Background: an optimization exercise with open tools, aiming at a short achievable clock period and few clock cycles. Do not read the settings as production practice.
Power figures rest on the tool's default switching activity, not on a simulated workload.

==> flow/design.v (excerpt) <==
module cpu
(
   input clk,
   input reset,
   output [15:0] o_pc_addr,
   output o_pc_rd,
   input [15:0] i_pc_rddata,
   output [15:0] o_ldst_addr,
   output o_ldst_rd,
   output o_ldst_wr,
   input [15:0] i_ldst_rddata,
   output [15:0] o_ldst_wrdata,
   output [127:0] o_tb_regs
);
clock: 10.0 ns
lec_check: 0
abc_clock_period_in_ps: 1000
cap_margin: 20
core_margin: 2
core_utilization: 40
setup_slack_margin: 5
slew_margin: 20
standard.sh (not shown) runs the stock make flow with config.mk's settings and CLKGATE_MAP_FILE= SYNTH_SCRIPT=/design/flow/synth_recipe.tcl, a recipe that flattens the netlist after the stock synthesis.
==> flow/flow/run.sh <==
#!/bin/bash
# Standard ORFS layout, with repair_timing aiming for a larger setup margin.
set -euo pipefail
bash standard.sh SETUP_SLACK_MARGIN=7.0 finish > standard_flow.log 2>&1
Change:
--- a/flow/design.v
+++ b/flow/design.v
@@ -68,16 +68,16 @@
    logic        x_sub, x_setf, x_wr, x_ld;
    logic [7:0]  x_ldoh;           
    logic [2:0]  x_rd;
    logic        x_br, x_breg, x_call, x_ret;
    logic [1:0]  x_cond;           
    logic [15:0] x_jreg, x_pc, x_pc2, x_pred;
    logic        x_eqf;            
-   logic        x_dres;           
-   logic        x_dupd;           
+   logic        x_ptok;           
+   logic        x_z0, x_o1;       
    logic [15:0] m_addr, m_wdata;
    logic        m_rd, m_wr;
    logic        w_ld;
    logic [2:0]  w_rd;
    logic [NB-1:0] bt_v, bt_ret, bt_call;
    logic [TW-1:0] bt_tag [0:NB-1];
    logic [15:0]   bt_tgt [0:NB-1];
@@ -107,18 +107,17 @@
          default: taken = 1'b0;
       endcase
    end
    wire [15:0] x_tgt;
    add16 tgt_add (.a(x_pc2), .b({{4{x_hi[10]}}, x_hi, 1'b0}), .cin(1'b0), .s(x_tgt));
    wire [15:0] actual = taken ? (x_breg ? x_jreg : x_tgt) : x_pc2;
    wire        eq_r = (x_jreg == x_pred);
-   wire        mp = x_valid & ~x_dres & (taken ? ~eq_r : ~x_eqf);
-   wire [15:0] zt = in1 ^ in2;
-   wire [15:0] zo = in1 | in2;
-   wire        fast_z = &(zt ~^ {zo[14:0], x_sub});
+   wire        skip = x_valid & taken & ~x_breg & x_o1 & x_eqf & d_valid & d_fall;
+   wire        mp = x_valid & ~skip &
+                    (taken ? ~(x_breg ? eq_r : (x_ptok | (x_z0 & x_eqf))) : ~x_eqf);
    logic [15:0]   s_tgt;
    logic [TW-1:0] s_tag;
    logic          s_v, s_ret, s_call;
    always_comb begin
       s_tgt = '0; s_tag = '0; s_v = 1'b0; s_ret = 1'b0; s_call = 1'b0;
       for (int i = 0; i < NB; i++) begin
          s_tgt = s_tgt | (bt_tgt[i] & {16{oh[i]}});
@@ -162,28 +161,16 @@
       if (x_valid & x_wr & (x_rd == rx)) va = sum;
       else if (w_ld & (w_rd == rx)) va = i_ldst_rddata;
       else va = rf[rx];
       if (x_valid & x_wr & (x_rd == ry)) vb = sum;
       else if (w_ld & (w_rd == ry)) vb = i_ldst_rddata;
       else vb = rf[ry];
    end
-   wire stall = d_valid & ((use_x & x_ldoh[rx]) | (use_y & x_ldoh[ry]));
-   wire [15:0] d_tgt;
-   add16 dtgt_add (.a(d_pc2), .b({{4{instr[15]}}, instr[15:5], 1'b0}), .cin(1'b0), .s(d_tgt));
-   wire fz = (x_valid & x_setf) ? fast_z : Z;
-   wire fn = (x_valid & x_setf) ? sum[15] : N;
-   wire is_jc = (op == 5'b11000) | (op == 5'b11100);
-   wire is_dir = is_jc | (op == 5'b11001) | (op == 5'b11010);
-   wire dtaken = is_jc | ((op == 5'b11001) & fz) | ((op == 5'b11010) & fn);
-   wire d_ptok = d_bok & (d_btag == d_pc[15:BTB_BITS+1]);
-   wire d_z0 = (instr[15:5] == 11'd0);
-   wire d_ok = dtaken ? (d_ptok | (d_z0 & d_fall)) : d_fall;
-   wire dmis = d_valid & ~mp & is_dir & ~d_ok;
-   wire [15:0] d_next = dtaken ? d_tgt : d_pc2;
-   wire go = d_valid & ~stall & ~mp;
+   wire stall = d_valid & ~skip & ((use_x & x_ldoh[rx]) | (use_y & x_ldoh[ry]));
+   wire go = d_valid & ~stall & ~mp & ~skip;
    wire [15:0] s8 = {{8{instr[15]}}, instr[15:8]};
    logic n_ah, n_al, n_lk, n_bm;
    logic [15:0] n_imm;
    logic n_sub, n_setf, n_wr, n_ld, n_st, n_br, n_breg, n_call, n_ret;
    logic [1:0] n_cond;
    logic [2:0] n_rd;
    always_comb begin
@@ -226,37 +213,36 @@
          N <= 1'b0;
          Z <= 1'b0;
          bt_v <= '0;
          u_we <= 1'b0;
          rar <= 16'd0;
       end else begin
          if (mp & x_call) rar <= x_pc2;
-         else if (dmis & (op == 5'b11100)) rar <= d_pc2;
          else if (!mp & hit & s_call) rar <= pc2;
-         if (mp | dmis) begin
-            d_valid <= 1'b0;
+         if (mp | skip) begin
+            d_valid <= ~mp;
             d_hold <= 1'b0;
          end else if (stall) begin
             d_hold <= 1'b1;
          end else begin
             d_valid <= 1'b1;
             d_hold <= 1'b0;
          end
          x_valid <= go;
          m_wr <= go & n_st;
          w_ld <= x_valid & x_ld;
          if (x_valid & x_setf) begin
             N <= sum[15];
             Z <= (sum == 16'd0);
          end
-         u_we <= mp | (x_valid & x_dupd);
+         u_we <= mp | skip;
          if (u_we) bt_v[u_idx] <= u_set;
       end
    end
-   wire [15:0] pc_next = mp ? actual : dmis ? d_next : (stall ? pc : pred_next);
+   wire [15:0] pc_next = mp ? actual : (stall ? pc : pred_next);
    always_ff @(posedge clk) begin
       if (reset) begin
          pc <= 16'd0;
          m_rd <= 1'b0;
       end else begin
          pc <= pc_next;
          m_rd <= go & n_ld;
@@ -264,27 +250,27 @@
    end
    always_ff @(posedge clk or posedge reset)
       if (reset) pco <= 16'd0;
       else pco <= pc_next;
    always_ff @(posedge clk) begin
       if (reset) oh <= onehot('0);
       else if (mp) oh <= onehot(actual[BTB_BITS:1]);
-      else if (dmis) oh <= onehot(d_next[BTB_BITS:1]);
       else if (!stall) oh <= oh_pred;
    end
    always_ff @(posedge clk) begin
       if (!d_hold) d_ir <= i_pc_rddata;
       if (!stall) begin
          d_pc <= pc;
          d_bok <= hit & ~s_ret;
          d_btag <= s_tag;
          d_fall <= ~hit;
       end
-      x_dres <= is_dir;
-      x_dupd <= dmis;
+      x_ptok <= d_bok & (d_btag == d_pc[15:BTB_BITS+1]);
+      x_z0 <= (instr[15:5] == 11'd0);
+      x_o1 <= (instr[15:5] == 11'd1);
       x_a <= va;
       x_b <= vb;
       x_hi <= instr[15:5];
       x_ah <= n_ah;
       x_al <= n_al;
       x_lk <= n_lk;
       x_bm <= n_bm;
Outcome: Combinational power climbs by 120%. Sequential cell count rose by 1. Hold slack degrades by 0.016 ns. Global-route usage rises by 0.39 points. Maximum frequency increases by 31%. Area after synthesis came out lower by 3.3%. Cell area fell by 2.0%. Setup slack gains 1.1 ns. Routed wire length decreases by 1.5%. Cell count shrinks by 5.1%. Total power rose by 35%.
Function was not checked in any run of this note: the RTL went through the layout flow alone.

cpu, a different RTL version from the one above (not shown whole).
Size in the first run: ~1400 flip-flops, about 210 I/O pins, about 57000 µm² of cells after synthesis.
clock: 10.0 ns
lec_check: 0
abc_clock_period_in_ps: 1000
cap_margin: 20
core_margin: 2
core_utilization: 40
setup_slack_margin: 5
slew_margin: 20
Scripts as last shown in full above: flow/flow/run.sh
The first run finished with timing, DRC and antenna clean.
Next try:
--- a/flow/design.v
+++ b/flow/design.v
@@ -52,14 +52,16 @@
    logic [15:0] rf [0:7];
    logic        N, Z;
    logic        d_valid;
    logic [15:0] d_pc;
    logic        d_bok;            
    logic [TW-1:0] d_btag;         
    logic        d_fall;           
+   logic        d_hold;           
+   logic [15:0] d_ir;
    logic        x_valid;
    logic [15:0] x_a, x_b;         
    logic [10:0] x_hi;             
    logic        x_ah, x_al;       
    logic        x_lk;             
    logic        x_bm;             
    logic [15:0] x_imm;            
@@ -130,15 +132,15 @@
    wire [15:0] pred_next = hit ? (s_ret ? rar : s_tgt) : pc2;
    function automatic [NB-1:0] onehot(input [BTB_BITS-1:0] i);
       onehot = '0;
       onehot[i] = 1'b1;
    endfunction
    wire [NB-1:0] oh_pred = hit ? (s_ret ? onehot(rar[BTB_BITS:1]) : onehot(s_tgt[BTB_BITS:1]))
                                : {oh[NB-2:0], oh[NB-1]};
-   wire [15:0] instr = i_pc_rddata;
+   wire [15:0] instr = d_hold ? d_ir : i_pc_rddata;
    wire [4:0]  op = instr[4:0];
    wire [2:0]  rx = instr[7:5];
    wire [2:0]  ry = instr[10:8];
    wire [15:0] d_pc2;
    add16 dpc_inc (.a(d_pc), .b(16'd2), .cin(1'b0), .s(d_pc2));
    logic use_x, use_y;
    always_comb begin
@@ -200,38 +202,47 @@
                          n_lk = 1'b1; n_wr = 1'b1; n_rd = 3'd7; end
          default: ;
       endcase
    end
    always_ff @(posedge clk or posedge reset) begin
       if (reset) begin
          d_valid <= 1'b0;
+         d_hold <= 1'b0;
          x_valid <= 1'b0;
          m_wr <= 1'b0;
          w_ld <= 1'b0;
          N <= 1'b0;
          Z <= 1'b0;
          bt_v <= '0;
          u_we <= 1'b0;
          rar <= 16'd0;
       end else begin
          if (mp & x_call) rar <= x_pc2;
          else if (!mp & hit & s_call) rar <= pc2;
-         d_valid <= ~mp & ~stall;
+         if (mp | skip) begin
+            d_valid <= ~mp;
+            d_hold <= 1'b0;
+         end else if (stall) begin
+            d_hold <= 1'b1;
+         end else begin
+            d_valid <= 1'b1;
+            d_hold <= 1'b0;
+         end
          x_valid <= go;
          m_wr <= go & n_st;
          w_ld <= x_valid & x_ld;
          if (x_valid & x_setf) begin
             N <= sum[15];
             Z <= (sum == 16'd0);
          end
          u_we <= mp | skip;
          if (u_we) bt_v[u_idx] <= u_set;
       end
    end
-   wire [15:0] pc_next = mp ? actual : (stall ? d_pc : pred_next);
+   wire [15:0] pc_next = mp ? actual : (stall ? pc : pred_next);
    always_ff @(posedge clk) begin
       if (reset) begin
          pc <= 16'd0;
          m_rd <= 1'b0;
       end else begin
          pc <= pc_next;
          m_rd <= go & n_ld;
@@ -239,22 +250,24 @@
    end
    always_ff @(posedge clk or posedge reset)
       if (reset) pco <= 16'd0;
       else pco <= pc_next;
    always_ff @(posedge clk) begin
       if (reset) oh <= onehot('0);
       else if (mp) oh <= onehot(actual[BTB_BITS:1]);
-      else if (stall) oh <= onehot(d_pc[BTB_BITS:1]);
-      else oh <= oh_pred;
+      else if (!stall) oh <= oh_pred;
    end
    always_ff @(posedge clk) begin
-      d_pc <= pc;
-      d_bok <= hit & ~s_ret;
-      d_btag <= s_tag;
-      d_fall <= ~hit;
+      if (stall) d_ir <= instr;
+      if (!mp & !stall) begin
+         d_pc <= pc;
+         d_bok <= hit & ~s_ret;
+         d_btag <= s_tag;
+         d_fall <= ~hit;
+      end
       x_ptok <= d_bok & (d_btag == d_pc[15:BTB_BITS+1]);
       x_z0 <= (instr[15:5] == 11'd0);
       x_o1 <= (instr[15:5] == 11'd1);
       x_a <= va;
       x_b <= vb;
       x_hi <= instr[15:5];
       x_ah <= n_ah;
The new run went through all stages and came out clean.
Worst setup slack gains 0.31 ns.
Die area goes up by a few percent.
Via count goes up by roughly a tenth.
Power goes up by about a fifth.
Sequential power goes up by about a fifth.
Wire length goes up by roughly a tenth.
No functional check of the RTL was part of any run of this note.

[what the ideal ports hide]
No port has a modelled driver above. Below, the same layouts with a new extraction and two added sets of constraints.
Step 1: set_driving_cell puts a clkbuf_16 on clk and a buf_2 on each other input, an assumption about the parent block.
Step 2 moves the port delays by t, midway between the first and last clock arrival at a register: inputs arrive t later, outputs are due t later. That takes back most of the time a late clock gives input paths.
Slacks: ideal / step 1 / step 2; pairs: ideal / step 1.
run	t (ns)	slack for setup (ns)	latest minus earliest clock arrival (ns)	slew at the worst register clock pin (ns)
the first run of note 1	0.861	5.240 / 5.240 / 4.501	0.083 / 0.083	0.07 / 0.07
the second run of note 1	0.868	6.357 / 6.398 / 5.530	0.077 / 0.076	0.07 / 0.07
the first run of note 2	0.853	6.159 / 6.185 / 5.332	0.064 / 0.064	0.07 / 0.07
the second run of note 2	0.875	6.469 / 6.384 / 5.663	0.097 / 0.097	0.07 / 0.07
After both steps setup and hold are still met in every run listed.
